Context: an optimization exercise on an open-source flow, tuned for small area. The choices shown serve that exercise and are no tape-out recipe. Where RTL was checked, it was by simulation tests only, not by an equivalence proof against the original. Power is estimated from default activity; no workload was simulated.

==> try-fjord: inputs <==
## linked_list
module linked_list (
    input wire clk,
    input wire btnC,
    input [15:0] sw,
    output [3:0] an,
    output [6:0] seg,
    output reg [1:0] led
    );
    localparam [1:0] S_IDLE = 2'd0, S_PEND = 2'd1, S_SRCH = 2'd2, S_TRAV = 2'd3;
    wire [7:0] in_data = sw[7:0];
    wire [2:0] op = sw[15:13];
    reg [3:0] db_cnt;
    reg db_state;
    reg btnc_del;
    reg [2:0] op_prev;
    always @(posedge clk) begin
        if (btnC != db_state) begin
            db_cnt <= db_cnt + 1'b1;
            if (&db_cnt) begin
                db_state <= btnC;
                db_cnt <= 4'd0;
            end
        end else begin
            db_cnt <= 4'd0;
        end
        btnc_del <= db_state;
        op_prev <= op;
    end
    wire clr = db_state & ~btnc_del;
    wire op_new = (|(op & ~op_prev)) & op[2];
    reg [1:0] st;
    reg [1:0] opd;           
    reg [4:0] h;             
    reg [4:0] t;             
    reg full;                
    reg [4:0] p;             
    reg [3:0] dc;            
    reg en;                  
    reg en_d;                
    reg [7:0] c;             
    reg [7:0] R [0:31];
    wire empty = (h == t) & ~full;
    wire [4:0] addr = p;
    wire [4:0] p1 = p + 1'b1;
    wire [31:0] a_eq;
    genvar gi;
    generate
        for (gi = 0; gi < 32; gi = gi + 1) begin : g_dec
            assign a_eq[gi] = (gi == addr);
        end
    endgenerate
    reg [7:0] rd;
    integer j;
    always @(*) begin
        rd = 8'd0;
        for (j = 0; j < 32; j = j + 1)
            rd = rd | (R[j] & {8{a_eq[j]}});
    end
    wire kend = (p == t) & ~(full & dc[0]);
    wire match = (rd == in_data);
  ...
==> module linked_list, before the edit <==
module linked_list (
    input wire clk,
    input wire btnC,
    input [15:0] sw,
    output [3:0] an,
    output [6:0] seg,
    output reg [1:0] led
    );
    localparam [1:0] S_IDLE = 2'd0, S_PEND = 2'd1, S_SRCH = 2'd2, S_TRAV = 2'd3;
    wire [7:0] in_data = sw[7:0];
    wire [2:0] op = sw[15:13];
    reg [3:0] db_cnt;
    reg db_state;
    reg btnc_del;
    reg [2:0] op_prev;
    always @(posedge clk) begin
        if (btnC != db_state) begin
            db_cnt <= db_cnt + 1'b1;
            if (&db_cnt) begin
                db_state <= btnC;
                db_cnt <= 4'd0;
            end
        end else begin
            db_cnt <= 4'd0;
        end
        btnc_del <= db_state;
        op_prev <= op;
    end
    wire clr = db_state & ~btnc_del;
    wire op_new = (|(op & ~op_prev)) & op[2];
    reg [1:0] st;
    reg [1:0] opd;           
    reg [4:0] h;             
    reg [4:0] t;             
    reg full;                
    reg [4:0] p;             
    reg [3:0] dc;            
    reg en;                  
    reg en_d;                
    reg [7:0] c;             
    reg [7:0] R [0:31];
    wire empty = (h == t) & ~full;
    wire [4:0] addr = p;
    wire [4:0] p1 = p + 1'b1;
    wire [31:0] a_eq;
    genvar gi;
    generate
        for (gi = 0; gi < 32; gi = gi + 1) begin : g_dec
            assign a_eq[gi] = (gi == addr);
        end
    endgenerate
    reg [7:0] rd;
    integer j;
    always @(*) begin
        rd = 8'd0;
        for (j = 0; j < 32; j = j + 1)
            rd = rd | (R[j] & {8{a_eq[j]}});
    end
    wire kend = (p == t) & ~(full & dc[0]);
    wire match = (rd == in_data);
    wire ins_go = (st == S_PEND) & ~opd[1] & ~full;
    wire srch = (st == S_SRCH);
    wire [7:0] wbus = srch ? c : in_data;
    generate
        for (gi = 0; gi < 32; gi = gi + 1) begin : g_slot
            always @(posedge clk)
                if ((ins_go | srch) & a_eq[gi])
                    R[gi] <= wbus;
        end
    endgenerate
    always @(posedge clk) begin
        en_d <= en;
        c <= rd;
        if (dc == 4'd0 && en)
            p <= p1;
        if (clr) begin
            t <= h;
            full <= 1'b0;
            led <= 2'b00;
            en <= 1'b0;
            dc <= 4'd0;
            st <= S_IDLE;
        end else begin
            case (st)
                S_IDLE: begin
                    if (op_new) begin
                        st <= S_PEND;
                        opd <= op[1:0];
                        case (op[1:0])
                            2'b01: p <= t;
                            2'b10: p <= h;
                            default: p <= h - 1'b1;
                        endcase
                    end
                end
                S_PEND: begin
                    st <= S_IDLE;
                    case (opd)
                        2'b00, 2'b01: begin
                            if (full)
                                led[0] <= 1'b1;
                            else begin
                                led <= 2'b00;
                                if (~opd[0]) begin
                                    h <= p;
                                    full <= (p == t);
                                end else begin
                                    t <= p1;
                                    full <= (p1 == h);
                                end
                            end
                        end
                        2'b10: begin
                            dc[0] <= 1'b1;
                            if (empty)
                                led[1] <= 1'b1;
                            else begin
                                led[1] <= 1'b0;
                                st <= S_SRCH;
                            end
                        end
                        2'b11: begin
                            dc <= 4'd0;
                            if (empty)
                                led[1] <= 1'b1;
                            else begin
                                led[1] <= 1'b0;
                                st <= S_TRAV;
                            end
                        end
                    endcase
                end
                S_SRCH: begin
                    if (kend) begin
                        st <= S_IDLE;
                        h <= h + 1'b1;
                        t <= p1;
                    end else if (match) begin
                        st <= S_IDLE;
                        led[0] <= 1'b0;
                        h <= h + 1'b1;
                        full <= 1'b0;
                    end else begin
                        p <= p1;
                        dc[0] <= 1'b0;
                    end
                end
                S_TRAV: begin
                    if (dc == 4'd10) begin
                        dc <= 4'd0;
                        if (p1 == t && (en || !full)) begin
                            en <= 1'b0;
                            st <= S_IDLE;
                        end else
                            en <= 1'b1;
                    end else
                        dc <= dc + 1'b1;
                end
            endcase
        end
    end
    function [6:0] hex2seg(input [3:0] x);
        case (x)
            4'h0: hex2seg = 7'b1000000;
            4'h1: hex2seg = 7'b1111001;
            4'h2: hex2seg = 7'b0100100;
            4'h3: hex2seg = 7'b0110000;
            4'h4: hex2seg = 7'b0011001;
            4'h5: hex2seg = 7'b0010010;
            4'h6: hex2seg = 7'b0000010;
            4'h7: hex2seg = 7'b1111000;
            4'h8: hex2seg = 7'b0000000;
            4'h9: hex2seg = 7'b0010000;
            4'hA: hex2seg = 7'b0001000;
            4'hB: hex2seg = 7'b0000011;
            4'hC: hex2seg = 7'b1000110;
            4'hD: hex2seg = 7'b0100001;
            4'hE: hex2seg = 7'b0000110;
            default: hex2seg = 7'b0001110;
        endcase
    endfunction
    reg [2:0] ph;            
    reg c3;                  
    reg done;                
    reg [6:0] seg_r;
    wire [1:0] digit = ph[2:1];
    always @(posedge clk or posedge btnC) begin
        if (btnC) begin
            ph <= 3'd0;
            c3 <= 1'b0;
            done <= 1'b0;
            seg_r <= 7'b1111111;
        end else begin
            ph <= ph + 1'b1;
            if (ph == 3'd7)
                c3 <= 1'b1;
            if (c3 && ph == 3'd3)
                done <= 1'b1;
            if (ph[0]) begin
                if (!done) begin
                    case (digit)
                        2'd0: seg_r <= 7'b0000111;
                        2'd1: seg_r <= 7'b0010010;
                        2'd2: seg_r <= 7'b0101111;
                        default: seg_r <= 7'b0111111;
                    endcase
                end else if (digit[1] | ~en_d)
                    seg_r <= 7'b1111111;
                else
                    seg_r <= hex2seg(digit[0] ? rd[7:4] : rd[3:0]);
            end
        end
    end
    wire started = c3 | ph[2] | ph[1];
    wire [1:0] shown = digit - 1'b1;
    assign an = started ? ~(4'b0001 << shown) : 4'b1111;
    assign seg = seg_r;
endmodule
export LEC_CHECK = 0
export CAP_MARGIN = 20
export CORE_MARGIN = 2
export CORE_UTILIZATION = 50
export GPL_TIMING_DRIVEN = 0
export PLACE_DENSITY = 0.6
export SLEW_MARGIN = 20
create_clock -name core_clock -period 8.0 [get_ports {clk}]
standard.sh (not shown) runs the stock make flow with config.mk's settings and CLKGATE_MAP_FILE= SYNTH_SCRIPT=/design/flow/synth_recipe.tcl, a recipe that flattens the netlist after the stock synthesis.
==> flow/flow/run.sh <==
#!/bin/bash
# The standard flow (standard.sh), with these changes:
#  - ABC maps the logic with the area-oriented script flow/abc_area_min.script
#    in place of ORFS's abc script; every Yosys step before ABC, and so every
#    register, is the standard synthesis's;
#  - clock tree synthesis uses clkbuf_8 buffers, sink clusters of at most 16
#    flip-flops and no dummy loads.
# Each tool's output is in orfs/logs/ (ORFS's own per-step logs) and make's in
# flow_make.log.
set -euo pipefail
W=$(pwd)
sed "s|source \$::env(SCRIPTS_DIR)/synth.tcl|source $W/my_synth.tcl|" synth_recipe.tcl > my_synth_recipe.tcl
grep -q "my_synth.tcl" my_synth_recipe.tcl
sed "s|^  log_cmd abc {\*}\$abc_args$|  log_cmd abc -script $W/flow/abc_area_min.script {*}\$lib_args {*}\$lib_dont_use_args|" "$FLOW_HOME/scripts/synth.tcl" > my_synth.tcl
grep -q "abc_area_min" my_synth.tcl
sed "s|SYNTH_SCRIPT=[^ ]*|SYNTH_SCRIPT=$W/my_synth_recipe.tcl|" standard.sh > my_standard.sh
grep -q "my_synth_recipe" my_standard.sh
export CTS_ARGS="-sink_clustering_enable -repair_clock_nets -dont_use_dummy_load -buf_list sky130_fd_sc_hd__clkbuf_8 -sink_clustering_size 16 -sink_clustering_max_diameter 60"
bash my_standard.sh > flow_make.log 2>&1
==> flow/flow/abc_area_min.script <==
&get -n
&st
&dch
&nf -R 1000 -p
&st
&syn2
&dch
&nf -R 1000 -p
&st
&dch -f
&nf -R 1000 -p
&put
==> try-juniper: changes against try-fjord <==
--- a/flow/design.v
+++ b/flow/design.v
@@ -33,20 +33,20 @@
     reg [1:0] opd;           
     reg [4:0] h;             
-    reg [4:0] t;             
-    reg full;                
-    reg [4:0] p;             
+    reg [5:0] len;           
+    reg [5:0] k;             
     reg [3:0] dc;            
     reg en;                  
     reg en_d;                
-    reg [7:0] c;             
     reg [7:0] R [0:31];
-    wire empty = (h == t) & ~full;
-    wire [4:0] addr = p;
-    wire [4:0] p1 = p + 1'b1;
-    wire [31:0] a_eq;
+    wire full = len[5];
+    wire empty = (len == 6'd0);
+    wire [4:0] addr = h + k[4:0];
+    wire [5:0] k1 = k + 1'b1;
+    wire [31:0] a_eq, h_eq;
     genvar gi;
     generate
         for (gi = 0; gi < 32; gi = gi + 1) begin : g_dec
             assign a_eq[gi] = (gi == addr);
+            assign h_eq[gi] = (gi == h);
         end
     endgenerate
@@ -58,24 +58,32 @@
             rd = rd | (R[j] & {8{a_eq[j]}});
     end
-    wire kend = (p == t) & ~(full & dc[0]);
+    wire kend = (k == len);
     wire match = (rd == in_data);
     wire ins_go = (st == S_PEND) & ~opd[1] & ~full;
-    wire srch = (st == S_SRCH);
-    wire [7:0] wbus = srch ? c : in_data;
+    wire del_go = (st == S_SRCH) & ~kend & match;
+    wire wrap = ({1'b0, h} + {1'b0, k[4:0]}) >> 5;
+    wire [32:0] pchain;
+    assign pchain[0] = wrap;
+    generate
+        for (gi = 0; gi < 32; gi = gi + 1) begin : g_pre
+            assign pchain[gi + 1] = (pchain[gi] | h_eq[gi]) & ~a_eq[gi];
+        end
+    endgenerate
+    wire [31:0] prefix = pchain[32:1];
     generate
         for (gi = 0; gi < 32; gi = gi + 1) begin : g_slot
+            wire we = ins_go & a_eq[gi];
+            wire sh = del_go & ~prefix[gi];
+            wire hd = ~we & ~sh;
             always @(posedge clk)
-                if ((ins_go | srch) & a_eq[gi])
-                    R[gi] <= wbus;
+                R[gi] <= ({8{we}} & in_data) | ({8{sh}} & R[(gi + 1) % 32]) | ({8{hd}} & R[gi]);
         end
     endgenerate
     always @(posedge clk) begin
         en_d <= en;
-        c <= rd;
         if (dc == 4'd0 && en)
-            p <= p1;
+            k <= k1;
         if (clr) begin
-            t <= h;
-            full <= 1'b0;
+            len <= 6'd0;
             led <= 2'b00;
             en <= 1'b0;
@@ -89,7 +97,7 @@
                         opd <= op[1:0];
                         case (op[1:0])
-                            2'b01: p <= t;
-                            2'b10: p <= h;
-                            default: p <= h - 1'b1;
+                            2'b01: k <= len;
+                            2'b10: k <= 6'd0;
+                            default: k <= 6'h3f;
                         endcase
                     end
@@ -103,15 +111,10 @@
                             else begin
                                 led <= 2'b00;
-                                if (~opd[0]) begin
-                                    h <= p;
-                                    full <= (p == t);
-                                end else begin
-                                    t <= p1;
-                                    full <= (p1 == h);
-                                end
+                                len <= len + 1'b1;
+                                if (~opd[0])
+                                    h <= addr;
                             end
                         end
                         2'b10: begin
-                            dc[0] <= 1'b1;
                             if (empty)
                                 led[1] <= 1'b1;
@@ -133,22 +136,17 @@
                 end
                 S_SRCH: begin
-                    if (kend) begin
+                    if (kend)
                         st <= S_IDLE;
-                        h <= h + 1'b1;
-                        t <= p1;
-                    end else if (match) begin
+                    else if (match) begin
                         st <= S_IDLE;
                         led[0] <= 1'b0;
-                        h <= h + 1'b1;
-                        full <= 1'b0;
-                    end else begin
-                        p <= p1;
-                        dc[0] <= 1'b0;
-                    end
+                        len <= len - 1'b1;
+                    end else
+                        k <= k1;
                 end
                 S_TRAV: begin
                     if (dc == 4'd10) begin
                         dc <= 4'd0;
-                        if (p1 == t && (en || !full)) begin
+                        if (k1 == len) begin
                             en <= 1'b0;
                             st <= S_IDLE;
==> flow/run.sh (new file) <==
#!/bin/bash
# synth_recipe.tcl (not shown) runs the flow's synth.tcl, then flattens the netlist and writes it again
# the make line also repeats each setting of config.mk as NAME=value (left out here)
make -C /OpenROAD-flow-scripts/flow DESIGN_CONFIG=/design/flow/config.mk WORK_HOME=/design/flow/orfs CLKGATE_MAP_FILE= SYNTH_SCRIPT=/design/flow/synth_recipe.tcl finish
- ABC_AREA: default -> 1
- CORE_UTILIZATION: 50 -> 30
- CTS_BUF_LIST: default -> sky130_fd_sc_hd__clkbuf_4
- GPL_TIMING_DRIVEN: 0 -> default
- PLACE_DENSITY: 0.6 -> 0.5
removed: flow/flow/run.sh
removed: flow/flow/abc_area_min.script
removed: flow/standard.sh
==> try-pepper: changes against try-fjord <==
--- a/flow/design.v
+++ b/flow/design.v
@@ -62,9 +62,9 @@
     wire ins_go = (st == S_PEND) & ~opd[1] & ~full;
     wire srch = (st == S_SRCH);
-    wire [7:0] wbus = srch ? c : in_data;
+    wire [7:0] wbus = srch ? c : ins_go ? in_data : rd;
     generate
         for (gi = 0; gi < 32; gi = gi + 1) begin : g_slot
             always @(posedge clk)
-                if ((ins_go | srch) & a_eq[gi])
+                if (a_eq[gi])
                     R[gi] <= wbus;
         end
==> flow/flow/run.sh (replaced) <==
#!/bin/bash
# The standard flow (standard.sh), with these changes:
#  - ABC maps the logic with the area-oriented script flow/abc_area_min.script
#    (&deepsyn, which stops after 50 steps without a gain, then &nf) in place
#    of ORFS's abc script, and adders are left to ABC too (no
#    ADDER_MAP_FILE); every Yosys step that maps registers is the standard
#    synthesis's, so the registers are the same;
#  - the port buffers are buf_1 cells;
#  - clock tree synthesis uses clkbuf_8 buffers, sink clusters of at most 16
#    flip-flops and no dummy loads.
# Each tool's output is in orfs/logs/ (ORFS's own per-step logs) and make's in
# flow_make.log.
set -euo pipefail
W=$(pwd)
sed "s|source \$::env(SCRIPTS_DIR)/synth.tcl|source $W/my_synth.tcl|" synth_recipe.tcl > my_synth_recipe.tcl
grep -q "my_synth.tcl" my_synth_recipe.tcl
sed "s|^  log_cmd abc {\*}\$abc_args$|  log_cmd abc -script $W/flow/abc_area_min.script {*}\$lib_args {*}\$lib_dont_use_args|" "$FLOW_HOME/scripts/synth.tcl" > my_synth.tcl
grep -q "abc_area_min" my_synth.tcl
sed "s|SYNTH_SCRIPT=[^ ]*|SYNTH_SCRIPT=$W/my_synth_recipe.tcl ADDER_MAP_FILE=|" standard.sh > my_standard.sh
grep -q "my_synth_recipe" my_standard.sh
export BUFFER_PORTS_ARGS="-buffer_cell sky130_fd_sc_hd__buf_1"
export CTS_ARGS="-sink_clustering_enable -repair_clock_nets -dont_use_dummy_load -buf_list sky130_fd_sc_hd__clkbuf_8 -sink_clustering_size 16 -sink_clustering_max_diameter 60"
bash my_standard.sh > flow_make.log 2>&1
==> flow/flow/abc_area_min.script (replaced) <==
&get -n
&st
&deepsyn -J 50 -T 300
&st
&dch
&nf -R 1000 -p
&st
&dch -f
&nf -R 1000 -p
&put
- CAP_MARGIN: 20 -> 5
- CORE_UTILIZATION: 50 -> 65
- PLACE_DENSITY: 0.6 -> 0.75
- SLEW_MARGIN: 20 -> 5
==> try-sierra: changes against try-fjord <==
--- a/flow/design.v
+++ b/flow/design.v
@@ -39,14 +39,14 @@
     reg en;                  
     reg en_d;                
-    reg [7:0] c;             
     reg [7:0] R [0:31];
     wire empty = (h == t) & ~full;
     wire [4:0] addr = p;
     wire [4:0] p1 = p + 1'b1;
-    wire [31:0] a_eq;
+    wire [31:0] a_eq, h_eq;
     genvar gi;
     generate
         for (gi = 0; gi < 32; gi = gi + 1) begin : g_dec
             assign a_eq[gi] = (gi == addr);
+            assign h_eq[gi] = (gi == h);
         end
     endgenerate
@@ -61,16 +61,40 @@
     wire match = (rd == in_data);
     wire ins_go = (st == S_PEND) & ~opd[1] & ~full;
-    wire srch = (st == S_SRCH);
-    wire [7:0] wbus = srch ? c : in_data;
+    wire del_go = (st == S_SRCH) & ~kend & match;
+    wire wrap = (addr < h);
+    wire [8:0] bchain;
+    wire [32:0] pchain;
+    assign bchain[0] = wrap;
+    generate
+        for (gi = 0; gi < 8; gi = gi + 1) begin : g_blk
+            wire [3:0] hb = h_eq[4*gi +: 4];
+            wire [3:0] ab = a_eq[4*gi +: 4];
+            wire t = ~|ab;
+            wire g = (hb[3] & ~ab[3]) | (hb[2] & ~|ab[3:2]) | (hb[1] & ~|ab[3:1]) | (hb[0] & t);
+            assign bchain[gi + 1] = (bchain[gi] & t) | g;
+            assign pchain[4*gi] = bchain[gi];
+            genvar gj;
+            for (gj = 0; gj < 3; gj = gj + 1) begin : g_in
+                assign pchain[4*gi + gj + 1] = (pchain[4*gi + gj] | hb[gj]) & ~ab[gj];
+            end
+        end
+    endgenerate
+    wire [31:0] prefix;
+    generate
+        for (gi = 0; gi < 32; gi = gi + 1) begin : g_pfx
+            assign prefix[gi] = (pchain[gi] | h_eq[gi]) & ~a_eq[gi];
+        end
+    endgenerate
     generate
         for (gi = 0; gi < 32; gi = gi + 1) begin : g_slot
+            wire we = ins_go & a_eq[gi];
+            wire sh = del_go & ~prefix[gi];
+            wire hd = ~we & ~sh;
             always @(posedge clk)
-                if ((ins_go | srch) & a_eq[gi])
-                    R[gi] <= wbus;
+                R[gi] <= ({8{we}} & in_data) | ({8{sh}} & R[(gi + 1) % 32]) | ({8{hd}} & R[gi]);
         end
     endgenerate
     always @(posedge clk) begin
         en_d <= en;
-        c <= rd;
         if (dc == 4'd0 && en)
             p <= p1;
@@ -133,12 +157,10 @@
                 end
                 S_SRCH: begin
-                    if (kend) begin
+                    if (kend)
                         st <= S_IDLE;
-                        h <= h + 1'b1;
-                        t <= p1;
-                    end else if (match) begin
+                    else if (match) begin
                         st <= S_IDLE;
                         led[0] <= 1'b0;
-                        h <= h + 1'b1;
+                        t <= t - 1'b1;
                         full <= 1'b0;
                     end else begin
==> flow/flow/run.sh (replaced) <==
#!/bin/bash
# The standard flow (standard.sh), with these changes:
#  - synthesis maps the logic with two area-oriented ABC passes
#    (flow/abc_two_pass.tcl) in place of ORFS's single ABC call; every Yosys
#    step before ABC, and so every register, is the standard synthesis's;
#  - clock tree synthesis uses clkbuf_8 buffers, sink clusters of at most 16
#    flip-flops and no dummy loads.
# Each tool's output is in orfs/logs/ (ORFS's own per-step logs) and make's in
# flow_make.log.
set -euo pipefail
W=$(pwd)
sed "s|source \$::env(SCRIPTS_DIR)/synth.tcl|source $W/my_synth.tcl|" synth_recipe.tcl > my_synth_recipe.tcl
grep -q "my_synth.tcl" my_synth_recipe.tcl
sed "s|^  log_cmd abc {\*}\$abc_args$|  source $W/flow/abc_two_pass.tcl|" "$FLOW_HOME/scripts/synth.tcl" > my_synth.tcl
grep -q "abc_two_pass.tcl" my_synth.tcl
sed "s|SYNTH_SCRIPT=[^ ]*|SYNTH_SCRIPT=$W/my_synth_recipe.tcl|" standard.sh > my_standard.sh
grep -q "my_synth_recipe" my_standard.sh
export CTS_ARGS="-sink_clustering_enable -repair_clock_nets -dont_use_dummy_load -buf_list sky130_fd_sc_hd__clkbuf_8 -sink_clustering_size 16 -sink_clustering_max_diameter 60"
bash my_standard.sh > flow_make.log 2>&1
==> flow/flow/abc_storage.script (new file) <==
strash
dch
amap
topo
==> flow/flow/abc_two_pass.tcl (new file) <==
# Replaces the single ABC call of ORFS's synth.tcl. Registers are already
# mapped at this point, so neither pass touches them.
# Pass 1: the next-state logic of the list storage (the gates within a few
# levels of the R registers' D inputs) is mapped with amap, which finds the
# and-or-invert cell that selects among hold, shift and load for each bit.
# Pass 2: everything else, with an area-oriented &nf script.
set flow_dir [file dirname [info script]]
select -set stor_cone {w:$0\\R*} %ci7 {t:$_*_} %i
log_cmd abc -script $flow_dir/abc_storage.script {*}$lib_args {*}$lib_dont_use_args @stor_cone
select -clear
log_cmd abc -script $flow_dir/abc_area_min.script {*}$lib_args {*}$lib_dont_use_args
==> qor summary <==
Worst-case setup margin in the final layout: try-fjord 2.168 ns; try-sierra 0.7750 ns; try-pepper 3.038 ns; try-juniper 0.6092 ns
Initial standard-cell utilization of the core: try-fjord 50.88%; try-sierra 51.09%; try-pepper 66.68%; try-juniper 30.50%
Run status: try-fjord complete, no violations; try-sierra complete, no violations; try-pepper complete, no violations; try-juniper complete, no violations
Number of standard cells in the layout, taps in and fillers out: try-fjord 1,280; try-sierra 2,018; try-pepper 1,095; try-juniper 2,852
Count of clock tree sinks: try-fjord 313; try-sierra 305; try-pepper 313; try-juniper 306
Clock Power Share: try-fjord 17.0%; try-sierra 14.0%; try-pepper 13.6%; try-juniper 17.9%
Adder and majority gate portion of the synthesized area: try-fjord 2.546%; try-sierra 3.060%; try-pepper 0%; try-juniper 2.198%
Metal-1 WL: try-fjord 13,880 um; try-sierra 23,340 um; try-pepper 11,050 um; try-juniper 25,080 um
Number of standard cells after synthesis: try-fjord 877; try-sierra 1,575; try-pepper 790; try-juniper 2,011
Sw power: try-fjord 1.773 mW; try-sierra 2.512 mW; try-pepper 1.881 mW; try-juniper 4.158 mW
Maximum achievable frequency: try-fjord 0.1715 GHz; try-sierra 0.1384 GHz; try-pepper 0.2015 GHz; try-juniper 0.1353 GHz
Switching share of total power: try-fjord 38.40%; try-sierra 44.81%; try-pepper 35.47%; try-juniper 48.00%
Iteration count of the initial detailed-routing pass: try-fjord 6; try-sierra 14; try-pepper 5; try-juniper 6
Total vias in the final route: try-fjord 8,367; try-sierra 14,420; try-pepper 7,541; try-juniper 15,300
Endpoint arrival time on the critical path: try-fjord 6.02 ns; try-sierra 7.74 ns; try-pepper 5.39 ns; try-juniper 8.08 ns
Global-route wire length before repair: try-fjord 53,040 um; try-sierra 87,200 um; try-pepper 41,970 um; try-juniper 85,860 um
Source of the critical timing path: try-fjord p[2]; try-sierra p[2]; try-pepper p[0]; try-juniper h[0]
Comb pwr share: try-fjord 36.1%; try-sierra 35.6%; try-pepper 32.3%; try-juniper 49.9%
Library cell contributing the largest single delay on the critical path: try-fjord or2_0; try-sierra nor2_1; try-pepper or2_0; try-juniper edfxtp_1
Mean area per synthesized cell: try-fjord 14.57 um2; try-sierra 9.086 um2; try-pepper 15.21 um2; try-juniper 7.812 um2
Function not checked in try-sierra: the RTL went through the layout flow alone.

[what the ideal ports hide]
How much do the figures lean on ideal ports? The routed layouts below were timed once more, with nothing changed but the port constraints. Step 1: set_driving_cell puts a clkbuf_16 on clk and a buf_2 on each other input, an assumption about the parent block. Step 2 also shifts input and output timing later by t, the mid clock arrival at the registers, as if the neighbouring blocks saw the same clock. a / b / c = no drivers / after step 1 / after step 2; a / b = the first two.
run	t (ns)	setup WS [ns]	worst setup path after step 2	latest minus earliest clock arrival (ns)	pins driven straight from the clock port
try-fjord	0.615	2.168 / 2.168 / 2.168	register to register	0.069 / 0.069	1
try-juniper	0.851	0.609 / 0.609 / 0.609	register to register	0.054 / 0.054	1
try-pepper	0.578	3.038 / 3.038 / 3.038	register to register	0.039 / 0.038	1
try-sierra	0.636	0.775 / 0.775 / 0.775	register to register	0.068 / 0.068	1
After both steps setup and hold are still met in every run listed.
